From an optimization exercise on the open Yosys and OpenROAD flow, aimed at small area; shortcuts taken in it are not production practice. Function was checked by simulation only, so behaviour that the tests miss may differ from the original. Power is estimated from default activity; no workload was simulated.

== exp/pepper ==
// Top_project
module Top_project (
    input clk,
    input reset,
    input [1:0] sw,
    input btnL,
    btnR,
    btnU,
    btnD,
    input rx,
    output tx,
    output [3:0] led,
    output [3:0] fnd_comm,
    output [7:0] fnd_font
);
clock: 12.0 ns
lec_check: 0
cap_margin: 20
core_margin: 2
core_utilization: 40
slew_margin: 20
standard.sh (not shown) runs the stock make flow with config.mk's settings and CLKGATE_MAP_FILE= SYNTH_SCRIPT=/design/flow/synth_recipe.tcl, a recipe that flattens the netlist after the stock synthesis.
==> flow/flow/run.sh <==
#!/bin/bash
# The standard layout flow (standard.sh, unchanged synthesis), with:
# - port buffers of the smallest buffer cell,
# - a clock tree of clkbuf_4 without dummy loads,
# - downsizing of non-critical cells after global routing.
bash standard.sh \
  "BUFFER_PORTS_ARGS=-buffer_cell sky130_fd_sc_hd__buf_1" \
  "CTS_ARGS=-sink_clustering_enable -repair_clock_nets -buf_list sky130_fd_sc_hd__clkbuf_4 -dont_use_dummy_load" \
  "RECOVER_POWER=100" \
  finish > standard.log 2>&1
What the final checks of exp/pepper revealed, after a flow that finished every stage, was a layout that fails on max-capacitance violations, max-slew violations.
Input-level comparison between exp/lagoon and exp/pepper:
==> flow/flow/run.sh <==
#!/bin/bash
# The standard layout flow (standard.sh, unchanged synthesis), with:
# - port buffers of the smallest buffer cell,
# - a clock tree of clkbuf_4 without dummy loads.
bash standard.sh \
  "BUFFER_PORTS_ARGS=-buffer_cell sky130_fd_sc_hd__buf_1" \
  "CTS_ARGS=-sink_clustering_enable -repair_clock_nets -buf_list sky130_fd_sc_hd__clkbuf_4 -dont_use_dummy_load" \
  finish > standard.log 2>&1
==> comparison <==
exp/lagoon finished every stage and its layout cleared the timing, DRC and antenna checks.
Number of filler instances in the final layout (lower): exp/lagoon
exp/pepper -> exp/lagoon: routed via count flat
exp/pepper and exp/lagoon ended up with nearly the same worst setup slack.
Changes observed in exp/lagoon relative to exp/pepper: power flat, layout buffer count excluding clock buffers flat, layout sequential cell count flat.
Compared exp/pepper against exp/lagoon; clock power within noise.
Changes in exp/nickel relative to exp/lagoon:
==> flow/run.sh (new file) <==
#!/bin/bash
# synth_recipe.tcl (not shown) runs the flow's synth.tcl, then flattens the netlist and writes it again
# the make line also repeats each setting of config.mk as NAME=value (left out here)
make -C /OpenROAD-flow-scripts/flow DESIGN_CONFIG=/design/flow/config.mk WORK_HOME=/design/flow/orfs CLKGATE_MAP_FILE= SYNTH_SCRIPT=/design/flow/synth_recipe.tcl finish
diff --git a/flow/config.mk b/flow/config.mk
--- a/flow/config.mk
+++ b/flow/config.mk
@@ -10,2 +10,3 @@
 export CORE_UTILIZATION = 40
+export CTS_BUF_LIST = sky130_fd_sc_hd__clkbuf_4
 export SLEW_MARGIN = 20
removed: flow/flow/run.sh
removed: flow/standard.sh
## What came out
Comparing exp/lagoon and exp/nickel, the higher worst hold-check slack was measured on exp/nickel.
Going from exp/lagoon to exp/nickel, power density over cell area grew by a little under 10%.
For the transition time at the pin with the least slew margin, exp/nickel came in 0.059 ns lower than exp/lagoon did.
Compared with exp/lagoon, in exp/nickel aggregate routed wire length moved up; part of the total power dissipated in the clock network moved up; mean routed wirelength per cell moved down; internal portion of total power moved up.
Switching power share of the total, exp/lagoon and exp/nickel, higher one = exp/lagoon.
| setup slack | exp/nickel vs exp/lagoon | worse |
exp/nickel consumes more power than exp/lagoon does.
Looking at fraction of final layout cells with drive strength greater than 1, exp/nickel sits 1.5 points higher than exp/lagoon does.


old:
Top_project, a different RTL version from the one above (not shown whole).
Size in the first run: ~630 cells after synthesis, ~120 flip-flops.
clock: 12.0 ns
lec_check: 0
cap_margin: 20
core_margin: 2
core_utilization: 40
slew_margin: 20
==> flow/flow/run.sh <==
#!/bin/bash
# The standard layout flow (standard.sh, unchanged synthesis), with port
# buffers of the smallest buffer cell and a custom clock tree.
bash standard.sh \
  "BUFFER_PORTS_ARGS=-buffer_cell sky130_fd_sc_hd__buf_1" \
  "CTS_ARGS=-sink_clustering_enable -repair_clock_nets -buf_list sky130_fd_sc_hd__clkbuf_8 -sink_clustering_size 30 -sink_clustering_max_diameter 150 -dont_use_dummy_load" \
  finish > standard.log 2>&1
Here is what was changed in the inputs of new compared with old.
==> flow/flow/run.sh <==
#!/bin/bash
# The standard layout flow (standard.sh, unchanged synthesis), with:
# - port buffers of the smallest buffer cell,
# - a clock tree of clkbuf_4 without dummy loads.
bash standard.sh \
  "BUFFER_PORTS_ARGS=-buffer_cell sky130_fd_sc_hd__buf_1" \
  "CTS_ARGS=-sink_clustering_enable -repair_clock_nets -buf_list sky130_fd_sc_hd__clkbuf_4 -dont_use_dummy_load" \
  finish > standard.log 2>&1
## What came out
First-pass GRT wire length: new vs old — no meaningful difference
| total power consumption of the routed design | higher: old |
Power density of the placed cells: new < old
Routed wire length ends up higher on old.
Relative to old, utilization decreased by 0.65 points in new.
new ended with less share of total power in the clock network than old.
old and new ended up with roughly the same ratio of final minimum period to clock period.
As far as depth of the CTS H-tree goes, old and new are indistinguishable; the numbers are identical.
new went all the way through synthesis, placement and routing and the layout is clean on timing, DRC and antenna.


Top_project, a different RTL version from the one above (not shown whole).
For scale: ~580 cells after synthesis, ~120 flip-flops, ~26 I/O pins, about 6100 sq um of cells after synthesis.
==> flow/config.mk <==
export PLATFORM = sky130hd
export DESIGN_NAME = Top_project
export DESIGN_NICKNAME = Top_project
export VERILOG_FILES = /design/flow/design.v
export SDC_FILE = /design/flow/constraint.sdc
export NUM_CORES = 4
export LEC_CHECK = 0
export CAP_MARGIN = 20
export CORE_MARGIN = 2
export CORE_UTILIZATION = 40
export SLEW_MARGIN = 20
==> flow/constraint.sdc <==
create_clock -name core_clock -period 12.0 [get_ports {clk}]
set_input_delay 2.4000 -clock core_clock [delete_from_list [all_inputs] [get_ports {clk}]]
set_output_delay 2.4000 -clock core_clock [all_outputs]
set_load 0.01 [all_outputs]
==> flow/flow/run.sh <==
#!/bin/bash
# The standard layout flow (standard.sh, unchanged synthesis), with:
# - port buffers of the smallest buffer cell,
# - logic cells sized down before the placement's repair_design
#   (flow/downsize.tcl), which sizes up again wherever limits need it,
# - a clock tree of clkbuf_4 without dummy loads.
# ORFS writes each step's log under orfs/logs; make's output goes to
# standard.log.
bash standard.sh \
  "BUFFER_PORTS_ARGS=-buffer_cell sky130_fd_sc_hd__buf_1" \
  "PRE_RESIZE_TCL=$PWD/flow/downsize.tcl" \
  "CTS_ARGS=-sink_clustering_enable -repair_clock_nets -buf_list sky130_fd_sc_hd__clkbuf_4 -dont_use_dummy_load" \
  finish > standard.log 2>&1
Other scripts of this flow, unchanged in this note and not shown: flow/flow/downsize.tcl
The starting point ran to the end with no violations.
Rerun with:
==> flow/flow/run.sh (replaced) <==
#!/bin/bash
# The standard layout flow (standard.sh, with its synthesis unchanged), with:
# - port buffers of the smallest buffer cell,
# - logic cells sized down before placement's repair_design, which then
#   buffers with small buffers only and sizes up wherever a limit needs it
#   (flow/downsize.tcl, generated by gen/make_downsize.py plus a dont_use
#   list of the large buffers for that step),
# - a clock tree of clkbuf_4 without dummy loads.
# ORFS writes each step's full log under orfs/logs/; make's own output goes
# to standard.log.
bash standard.sh \
  "BUFFER_PORTS_ARGS=-buffer_cell sky130_fd_sc_hd__buf_1" \
  "PRE_RESIZE_TCL=$PWD/flow/downsize.tcl" \
  "CTS_ARGS=-sink_clustering_enable -repair_clock_nets -buf_list sky130_fd_sc_hd__clkbuf_4 -dont_use_dummy_load" \
  finish > standard.log 2>&1
CORE_UTILIZATION = 60   (was 40)
Result:
- hold slack improves by 0.027 ns
- setup slack improves by 0.085 ns
- maximum frequency came out higher by 1.1%
- wire length came out lower by 4.4%
- global-route usage came out higher by 6.4 points
- register-to-register slack improves by 0.05 ns
- total power came out lower by 0.53%
- die area came out lower by about 32%


== build 94 ==
Another version of the RTL of Top_project (not shown whole).
Size: about 610 cells after synthesis, ~26 I/O pins, ~6600 sq um of cells after synthesis.
Settings: LEC_CHECK=0, CAP_MARGIN=20, CORE_MARGIN=2, CORE_UTILIZATION=40, SLEW_MARGIN=20; clock period 12.0 ns.
==> flow/flow/run.sh <==
#!/bin/bash
# Standard layout flow, unchanged.
bash standard.sh > standard.log 2>&1
Build 94: full flow OK, the timing, DRC and antenna checks passed
[inputs] build 8 vs build 94
Settings: CTS_BUF_LIST now sky130_fd_sc_hd__clkbuf_4, previously not set; CTS_CLUSTER_SIZE now 40, previously not set.
==> flow/run.sh (new file) <==
#!/bin/bash
# synth_recipe.tcl (not shown) runs the flow's synth.tcl, then flattens the netlist and writes it again
# the make line also repeats each setting of config.mk as NAME=value (left out here)
make -C /OpenROAD-flow-scripts/flow DESIGN_CONFIG=/design/flow/config.mk WORK_HOME=/design/flow/orfs CLKGATE_MAP_FILE= SYNTH_SCRIPT=/design/flow/synth_recipe.tcl finish
removed: flow/flow/run.sh
removed: flow/standard.sh
The switching power summed over all nets of build 8 is lower than that of build 94. Summary of build 8 over build 94: power per cell area moved down, logic gate share of total power up 3.8 points, count of clock buffers in the final design lower, sequential power neither gained nor lost much, mean number of vias per cell increased by about 0.55% relative to the old numbers.
Edits applied to the flow inputs when going from build 8 to build 56:
Settings: CTS_CLUSTER_SIZE: 40 -> unset; CTS_BUF_LIST: sky130_fd_sc_hd__clkbuf_4 -> unset.
Notes after the runs:
Build 56: all stages complete, timing, DRC and antenna checks passed
Share of power burned in the clock network | build 56 above build 8
In terms of ratio of final minimum period to clock period, build 56 and build 8 differ only marginally.
Build 56 and build 8 ended up with roughly the same register-to-register slack.
Sort build 56 and build 8 by routed wire length, descending, and build 56 comes first.
Build 8 has a lower core utilization than build 56.
Diff build 56..build 8 | number of I/O port buffers | unchanged
Per the comparison of build 56 with build 8, number of clock buffer instances in the layout increased by about 14% relative to the old numbers; power increased by about 18% relative to the old numbers.


Top_project with an RTL version that a note above also has.
For scale: about 120 flip-flops, roughly 26 I/O pins, about 6100 µm² of cells after synthesis.
==> flow/config.mk <==
export PLATFORM = sky130hd
export DESIGN_NAME = Top_project
export DESIGN_NICKNAME = Top_project
export VERILOG_FILES = /design/flow/design.v
export SDC_FILE = /design/flow/constraint.sdc
export NUM_CORES = 4
export LEC_CHECK = 0
export CAP_MARGIN = 20
export CORE_MARGIN = 2
export CORE_UTILIZATION = 40
export SLEW_MARGIN = 20
==> flow/constraint.sdc <==
create_clock -name core_clock -period 12.0 [get_ports {clk}]
set_input_delay 2.4000 -clock core_clock [delete_from_list [all_inputs] [get_ports {clk}]]
set_output_delay 2.4000 -clock core_clock [all_outputs]
set_load 0.01 [all_outputs]
==> flow/flow/run.sh <==
#!/bin/bash
# The standard layout flow (standard.sh, with its synthesis unchanged), with:
# - port buffers of the smallest buffer cell,
# - logic cells sized down before placement's repair_design, which then
#   buffers with small buffers only and sizes up wherever a limit needs it
#   (flow/downsize.tcl, generated by gen/make_downsize.py plus a dont_use
#   list of the large buffers for that step),
# - a clock tree of clkbuf_4 without dummy loads.
# ORFS writes each step's full log under orfs/logs/; make's own output goes
# to standard.log.
bash standard.sh \
  "BUFFER_PORTS_ARGS=-buffer_cell sky130_fd_sc_hd__buf_1" \
  "PRE_RESIZE_TCL=$PWD/flow/downsize.tcl" \
  "CTS_ARGS=-sink_clustering_enable -sink_clustering_size 20 -sink_clustering_max_diameter 100 -sink_clustering_levels 1 -repair_clock_nets -buf_list sky130_fd_sc_hd__clkbuf_4 -dont_use_dummy_load" \
  finish > standard.log 2>&1
Other scripts of this flow, unchanged in this note and not shown: flow/flow/downsize.tcl
Edit:
--- a/flow/flow/run.sh
+++ b/flow/flow/run.sh
@@ -12,4 +12,4 @@
   "BUFFER_PORTS_ARGS=-buffer_cell sky130_fd_sc_hd__buf_1" \
   "PRE_RESIZE_TCL=$PWD/flow/downsize.tcl" \
-  "CTS_ARGS=-sink_clustering_enable -sink_clustering_size 20 -sink_clustering_max_diameter 100 -sink_clustering_levels 1 -repair_clock_nets -buf_list sky130_fd_sc_hd__clkbuf_4 -dont_use_dummy_load" \
+  "CTS_ARGS=-sink_clustering_enable -sink_clustering_size 12 -sink_clustering_max_diameter 60 -sink_clustering_levels 2 -repair_clock_nets -buf_list sky130_fd_sc_hd__clkbuf_4 -dont_use_dummy_load" \
   finish > standard.log 2>&1
The new run finished with timing, DRC and antenna clean. Count of clock-buffer cells in the layout is unchanged. Routed wire length stays the same. Non-clock buffer count does not change. Total power does not change. Utilization stays the same. Setup slack does not change. Clock power barely changes. Die area stays the same. Cell area does not change. Fmax is unchanged. Synthesized cell count is unchanged.

==> static timing again, ports no longer ideal <==
In the flow no input, the clock included, has a driving cell. The finished layouts below were timed again as built, in two steps.
Step 1, drivers: a clkbuf_16 drives clk and a buf_2 each remaining input, both assumed.
Step 2 also shifts input and output timing later by t, the mid clock arrival at the registers, as if the neighbouring blocks saw the same clock.
a / b / c = ideal ports / drivers / drivers and shift; a / b = the first two.
run | t, ns | setup slack, ns | worst setup path after step 2 | worst slew at a driven data input, ns
exp/pepper | 0.535 | 4.911 / 4.884 / 4.884 | input to output | 0.03
exp/lagoon | 0.538 | 4.914 / 4.887 / 4.887 | input to output | 0.03
exp/nickel | 0.571 | 4.137 / 4.109 / 4.109 | input to output | 0.03
old | 0.456 | 4.805 / 4.778 / 4.778 | input to output | 0.04
new | 0.538 | 4.788 / 4.761 / 4.761 | input to output | 0.04
the first run of note 3 | 0.532 | 4.537 / 4.514 / 4.514 | input to output | 0.03
the second run of note 3 | 0.516 | 4.622 / 4.602 / 4.602 | input to output | 0.04
build 94 | 0.453 | 4.275 / 4.248 / 4.248 | input to output | 0.04
build 8 | 0.540 | 4.277 / 4.250 / 4.250 | input to output | 0.04
build 56 | 0.453 | 4.275 / 4.248 / 4.248 | input to output | 0.04
the first run of note 5 | 0.532 | 4.537 / 4.514 / 4.514 | input to output | 0.03
the second run of note 5 | 0.532 | 4.537 / 4.514 / 4.514 | input to output | 0.03
The setup slack of exp/nickel, which loses most, moves by -0.028 ns with the drivers and by -0.028 ns with both steps.
